From an optimization exercise on the open Yosys and OpenROAD flow, aimed at small area, a short achievable clock period and few clock cycles per item; shortcuts taken in it are not production practice.
Power figures rest on the tool's default switching activity, not on a simulated workload.

## yarrow
==> flow/design.v <==
module upsample_accelerator #(
    parameter integer DATA_WIDTH = 24,
    parameter integer MAX_WIDTH = 1920,
    parameter integer MAX_HEIGHT = 1080
)(
    input wire clk,
    input wire rst_n,
    input wire [DATA_WIDTH-1:0] input_pixel,
    input wire input_valid,
    output wire input_ready,
    input wire input_sof,       
    input wire input_eol,       
    output wire [DATA_WIDTH-1:0] output_pixel,
    output wire output_valid,
    input wire output_ready,
    output wire output_sof,
    output wire output_eol,
    input wire [1:0] scale_factor,     
    input wire [1:0] interp_method,    
    input wire [15:0] input_width,
    input wire [15:0] input_height
);
    reg       bil;
    reg [3:0] kk;         
    always @(posedge clk) begin
        bil  <= (interp_method == 2'b01);
        kk   <= {scale_factor == 2'b11, scale_factor == 2'b00,
                 scale_factor == 2'b01, scale_factor == 2'b10};
    end
    wire sf3  = kk[3];
    wire stat = ~bil | sf3;                  
    reg [1:0] zc;         
    reg       ir;         
    reg [4:0] st;         
    reg       full;       
    reg       ov;         
    reg       pend;       
    reg       have;       
    reg       eolc, sofc;
    reg       ffirst;     
    reg [2:0] cb;         
    reg [23:0] p0, p1, p2, p3;
    reg        efirst;    
    reg [21:0] xr_v0;     
    reg [21:0] yr_d;      
    reg [21:0] u;         
    reg [21:0] d;         
    reg [18:0] base;
    reg [7:0]  hi;
    reg [2:0]  a;         
    reg [15:0] xrem;      
    reg [15:0] yrem;      
    wire zf  = (zc != 2'd0);
    wire acc = input_valid & ir;
    always @(posedge clk) begin
        if (acc | zf) begin
            p0 <= p1;
            p1 <= p2;
            p2 <= p3;
            p3 <= input_pixel & {24{ir}};
        end
    end
    wire s0 = st[0];
    wire s1 = st[1];
    wire s2 = st[2];
    wire s3 = st[3];
    wire s4 = st[4];
    wire busy = |st;
    wire [3:0] cb_sum = {1'b0, cb} + kk;
    wire       cb_blk = cb_sum[3];
    wire       f_end  = cb_blk & (yrem == 16'd1);
    always @(posedge clk or negedge rst_n) begin
        if (!rst_n) begin
            cb <= 3'd0;
            ffirst <= 1'b1;
        end else if (s4) begin
            cb <= cb_sum[2:0];
            ffirst <= f_end;
        end
    end
    always @(posedge clk) begin
        if (zf | (s4 & f_end))
            yrem <= input_height;
        else if (s4 & cb_blk)
            yrem <= yrem - 16'd1;
        if (s4)
            efirst <= ffirst;
    end
    wire [2:0] eb = stat ? 3'd0 : cb;
    wire bit_sel = (s0 & eb[2]) | (s1 & eb[1]) | (s2 & eb[0]);
    wire [21:0] x_opa = s0 ? 22'd0 : (s1 | s2) ? {xr_v0[20:0], 1'b0} : xr_v0;
    wire [21:0] x_opb = bit_sel ? p2[21:0] : p0[21:0];
    wire [21:0] x_sum = x_opa + x_opb;
    wire [21:0] y_opa = s0 ? 22'd0 : (s1 | s2) ? {yr_d[20:0], 1'b0} : yr_d;
    wire [21:0] y_opb = s4 ? ~xr_v0 : (bit_sel ? p3[21:0] : p1[21:0]);
    wire [22:0] y_sc  = {y_opa, 1'b1} + {y_opb, s4};
    wire [21:0] y_sum = y_sc[22:1];
    always @(posedge clk) begin
        if (busy) begin
            if (!s4) xr_v0 <= x_sum;
            yr_d <= y_sum;
        end
    end
    wire ho  = full & (~have | (ov & eolc));    
    wire adv = ov & ~eolc;                      
    wire [3:0] a_sum  = {1'b0, a} + kk;
    wire       a_blk  = a_sum[3];                
    wire [2:0] a_n    = a_sum[2:0];
    wire [3:0] an_sum = {1'b0, a_n} + kk;
    wire       an_blk = an_sum[3];               
    wire       xl_n   = a_blk ? (xrem == 16'd2) : (xrem == 16'd1);
    always @(posedge clk) begin
        if (ho) begin
            u    <= {xr_v0[18:0], 3'b000};
            base <= xr_v0[18:0];
            d    <= kk[2] ? {yr_d[19:0], 2'b00} : kk[1] ? {yr_d[20:0], 1'b0} : yr_d;
            hi   <= bil ? 8'd0 : p0[23:16];
            a    <= 3'd0;
            xrem <= input_width;
        end else if (adv) begin
            if (!stat)
                u <= a_blk ? {base, 3'b000} : (u + d);
            a <= a_n;
            if (a_blk) xrem <= xrem - 16'd1;
        end
    end
    wire pend_n = (pend | ov) & ~output_ready;
    wire have_n = ho | (have & ~(ov & eolc));
    wire ov_n   = have_n & ~pend_n;
    wire busy_n = acc | s0 | s1 | s2 | s3;
    wire full_n = s4 | (full & ~ho);
    wire [1:0] zc_n = zf ? zc - 2'd1 : 2'd0;
    wire eolc_n = ho ? (sf3 & (input_width == 16'd1)) : adv ? (an_blk & xl_n) : eolc;
    wire ho_n   = full_n & (~have_n | (ov_n & eolc_n));
    wire ir_n   = (zc_n == 2'd0) & ~busy_n & (~full_n | ho_n);
    always @(posedge clk or negedge rst_n) begin
        if (!rst_n) begin
            zc <= 2'd3;
            ir <= 1'b0;
            st <= 5'd0;
            full <= 1'b0;
            ov <= 1'b0;
            pend <= 1'b0;
            have <= 1'b0;
            eolc <= 1'b0;
            sofc <= 1'b0;
        end else begin
            zc <= zc_n;
            ir <= ir_n;
            st <= {st[3:0], acc};
            full <= full_n;
            ov <= ov_n;
            pend <= pend_n;
            have <= have_n;
            eolc <= eolc_n;
            sofc <= ho ? efirst : adv ? 1'b0 : sofc;
        end
    end
    assign input_ready  = ir;
    assign output_valid = ov;
    assign output_sof   = sofc;
    assign output_eol   = eolc;
    assign output_pixel = {hi, u[21:6]};
endmodule
clock: 13.0 ns
lec_check: 0
cap_margin: 20
core_margin: 2
core_utilization: 40
place_density: 0.6
slew_margin: 20
standard.sh (not shown) runs the stock make flow with config.mk's settings and CLKGATE_MAP_FILE= SYNTH_SCRIPT=/design/flow/synth_recipe.tcl, a recipe that flattens the netlist after the stock synthesis.
==> flow/flow/run.sh <==
#!/bin/bash
set -euo pipefail
bash standard.sh "BUFFER_PORTS_ARGS=-buffer_cell sky130_fd_sc_hd__buf_4" SETUP_SLACK_MARGIN=9.2 finish > standard.log 2>&1
yarrow: done, clean on timing, DRC and antenna
### yarrow -> nickel
==> flow/design.v <==
module upsample_accelerator #(
    parameter integer DATA_WIDTH = 24,
    parameter integer MAX_WIDTH = 1920,
    parameter integer MAX_HEIGHT = 1080
)(
    input wire clk,
    input wire rst_n,
    input wire [DATA_WIDTH-1:0] input_pixel,
    input wire input_valid,
    output wire input_ready,
    input wire input_sof,       
    input wire input_eol,       
    output wire [DATA_WIDTH-1:0] output_pixel,
    output wire output_valid,
    input wire output_ready,
    output wire output_sof,
    output wire output_eol,
    input wire [1:0] scale_factor,     
    input wire [1:0] interp_method,    
    input wire [15:0] input_width,
    input wire [15:0] input_height
);
    reg       bil;
    reg [3:0] kk;         
    always @(posedge clk) begin
        bil  <= (interp_method == 2'b01);
        kk   <= {scale_factor == 2'b11, scale_factor == 2'b00,
                 scale_factor == 2'b01, scale_factor == 2'b10};
    end
    wire sf3  = kk[3];
    wire stat = ~bil | sf3;                  
    reg [2:0] zc;         
    reg       ir;         
    reg [4:0] st;         
    reg       full;       
    reg       ov;         
    reg       pend;       
    reg       have;       
    reg       eolc, sofc;
    reg       ffirst;     
    reg [2:0] cb;         
    reg [23:0] p0, p1, p2, p3;
    reg        efirst;    
    reg [21:0] xr_v0;     
    reg [21:0] yr_d;      
    reg [21:0] u;         
    reg [21:0] d;         
    reg [18:0] base;
    reg [7:0]  hi;
    reg [2:0]  a;         
    reg [15:0] xrem;      
    reg [15:0] yrem;      
    wire zf  = zc[0];
    wire acc = input_valid & ir;
    always @(posedge clk) begin
        if (acc | zf) begin
            p0 <= p1;
            p1 <= p2;
            p2 <= p3;
            p3 <= zf ? 24'd0 : input_pixel;
        end
    end
    wire s0 = st[0];
    wire s1 = st[1];
    wire s2 = st[2];
    wire s3 = st[3];
    wire s4 = st[4];
    wire busy = |st;
    wire [3:0] cb_sum = {1'b0, cb} + kk;
    wire       cb_blk = cb_sum[3];
    wire       f_end  = cb_blk & (yrem == 16'd1);
    always @(posedge clk or negedge rst_n) begin
        if (!rst_n) begin
            cb <= 3'd0;
            ffirst <= 1'b1;
        end else if (s4) begin
            cb <= cb_sum[2:0];
            ffirst <= f_end;
        end
    end
    always @(posedge clk) begin
        if (zf | (s4 & f_end))
            yrem <= input_height;
        else if (s4 & cb_blk)
            yrem <= yrem - 16'd1;
        if (s4)
            efirst <= ffirst;
    end
    reg bit_sel;          
    reg dbl;              
    wire [2:0] eb = stat ? 3'd0 : cb;
    always @(posedge clk) begin
        bit_sel <= (acc & eb[2]) | (s0 & eb[1]) | (s1 & eb[0]);
        dbl     <= s0 | s1;
    end
    wire [21:0] x_opa = s0 ? 22'd0 : dbl ? {xr_v0[20:0], 1'b0} : xr_v0;
    wire [21:0] x_opb = bit_sel ? p2[21:0] : p0[21:0];
    wire [21:0] x_sum = x_opa + x_opb;
    wire [21:0] y_opa = s0 ? 22'd0 : dbl ? {yr_d[20:0], 1'b0} : yr_d;
    wire [21:0] y_opb = s4 ? ~xr_v0 : (bit_sel ? p3[21:0] : p1[21:0]);
    wire [22:0] y_sc  = {y_opa, 1'b1} + {y_opb, s4};
    wire [21:0] y_sum = y_sc[22:1];
    always @(posedge clk) begin
        if (busy) begin
            if (!s4) xr_v0 <= x_sum;
            yr_d <= y_sum;
        end
    end
    wire ho  = full & (~have | (ov & eolc));    
    wire adv = ov & ~eolc;                      
    wire [3:0] a_sum  = {1'b0, a} + kk;
    wire       a_blk  = a_sum[3];                
    wire [2:0] a_n    = a_sum[2:0];
    wire [3:0] an_sum = {1'b0, a_n} + kk;
    wire       an_blk = an_sum[3];               
    wire       xl_n   = a_blk ? (xrem == 16'd2) : (xrem == 16'd1);
    always @(posedge clk) begin
        if (ho) begin
            u    <= {xr_v0[18:0], 3'b000};
            base <= xr_v0[18:0];
            d    <= kk[2] ? {yr_d[19:0], 2'b00} : kk[1] ? {yr_d[20:0], 1'b0} : yr_d;
            hi   <= bil ? 8'd0 : p0[23:16];
            a    <= 3'd0;
            xrem <= input_width;
        end else if (adv) begin
            if (!stat)
                u <= a_blk ? {base, 3'b000} : (u + d);
            a <= a_n;
            if (a_blk) xrem <= xrem - 16'd1;
        end
    end
    wire pend_n = (pend | ov) & ~output_ready;
    wire have_n = ho | (have & ~(ov & eolc));
    wire ov_n   = have_n & ~pend_n;
    wire busy_n = acc | s0 | s1 | s2 | s3;
    wire full_n = s4 | (full & ~ho);
    wire [2:0] zc_n = {1'b0, zc[2:1]};
    wire eolc_n = ho ? (sf3 & (input_width == 16'd1)) : adv ? (an_blk & xl_n) : eolc;
    wire ho_n   = full_n & (~have_n | (ov_n & eolc_n));
    wire ir_n   = ~zc[1] & ~busy_n & (~full_n | ho_n);
    always @(posedge clk or negedge rst_n) begin
        if (!rst_n) begin
            zc <= 3'b111;
            ir <= 1'b0;
            st <= 5'd0;
            full <= 1'b0;
            ov <= 1'b0;
            pend <= 1'b0;
            have <= 1'b0;
            eolc <= 1'b0;
            sofc <= 1'b0;
        end else begin
            zc <= zc_n;
            ir <= ir_n;
            st <= {st[3:0], acc};
            full <= full_n;
            ov <= ov_n;
            pend <= pend_n;
            have <= have_n;
            eolc <= eolc_n;
            sofc <= ho ? efirst : adv ? 1'b0 : sofc;
        end
    end
    assign input_ready  = ir;
    assign output_valid = ov;
    assign output_sof   = sofc;
    assign output_eol   = eolc;
    assign output_pixel = {hi, u[21:6]};
endmodule
[summary]
- Combinational group share of total power delta for nickel relative to yarrow: 5.5 points lower
- nickel: sequential share of layout area is 2.9 points higher than what yarrow reported.
- Comparing net count of the finished layout for yarrow and nickel, the bigger number came from yarrow.
- The synthesized area per cell reported for nickel is greater than that of yarrow by 0.54 µm².
- Of the two values seen for timing startpoint of the critical path, ir was produced by yarrow and u[16] by nickel.
- The run with more setup slack is nickel; yarrow has less.
- As far as post-route setup TNS is concerned, yarrow and nickel perform about the same.
- Lower core utilization was reported by nickel, not yarrow.
- Higher share of synthesized area occupied by flip-flops and latches among yarrow and nickel: nickel
- Relative to yarrow, the number of buffers created by CTS measured on nickel has increased by a few percent.
No run of this note included a check of the RTL's function; only the layout flow was run.

-- what the ideal ports hide --
No port has a modelled driver above. Below, the same layouts with a new extraction and two added sets of constraints.
Step 1 (the two cells are an assumption about what drives the block):
set clk [get_ports {clk}]
set_driving_cell -lib_cell sky130_fd_sc_hd__clkbuf_16 $clk
set_driving_cell -lib_cell sky130_fd_sc_hd__buf_2 [delete_from_list [all_inputs] $clk]
Step 2 also shifts input and output timing later by t, the mid clock arrival at the registers, as if the neighbouring blocks saw the same clock.
Slacks: ideal / step 1 / step 2; pairs: ideal / step 1.
| run | shift t [ns] | setup slack, ns | hold WS [ns] | latest minus earliest clock arrival (ns) | slew at the worst register clock pin (ns) |
|---|---|---|---|---|---|
| yarrow | 0.615 | 9.207 / 9.153 / 8.824 | 0.391 / 0.391 / 0.391 | 0.032 / 0.032 | 0.06 / 0.06 |
| nickel | 0.607 | 9.232 / 9.179 / 8.839 | 0.356 / 0.356 / 0.356 | 0.016 / 0.017 | 0.06 / 0.06 |
After both steps every run listed still meets setup and hold. The setup slack of nickel, which loses most, moves by -0.053 ns with the drivers and by -0.393 ns with both steps.
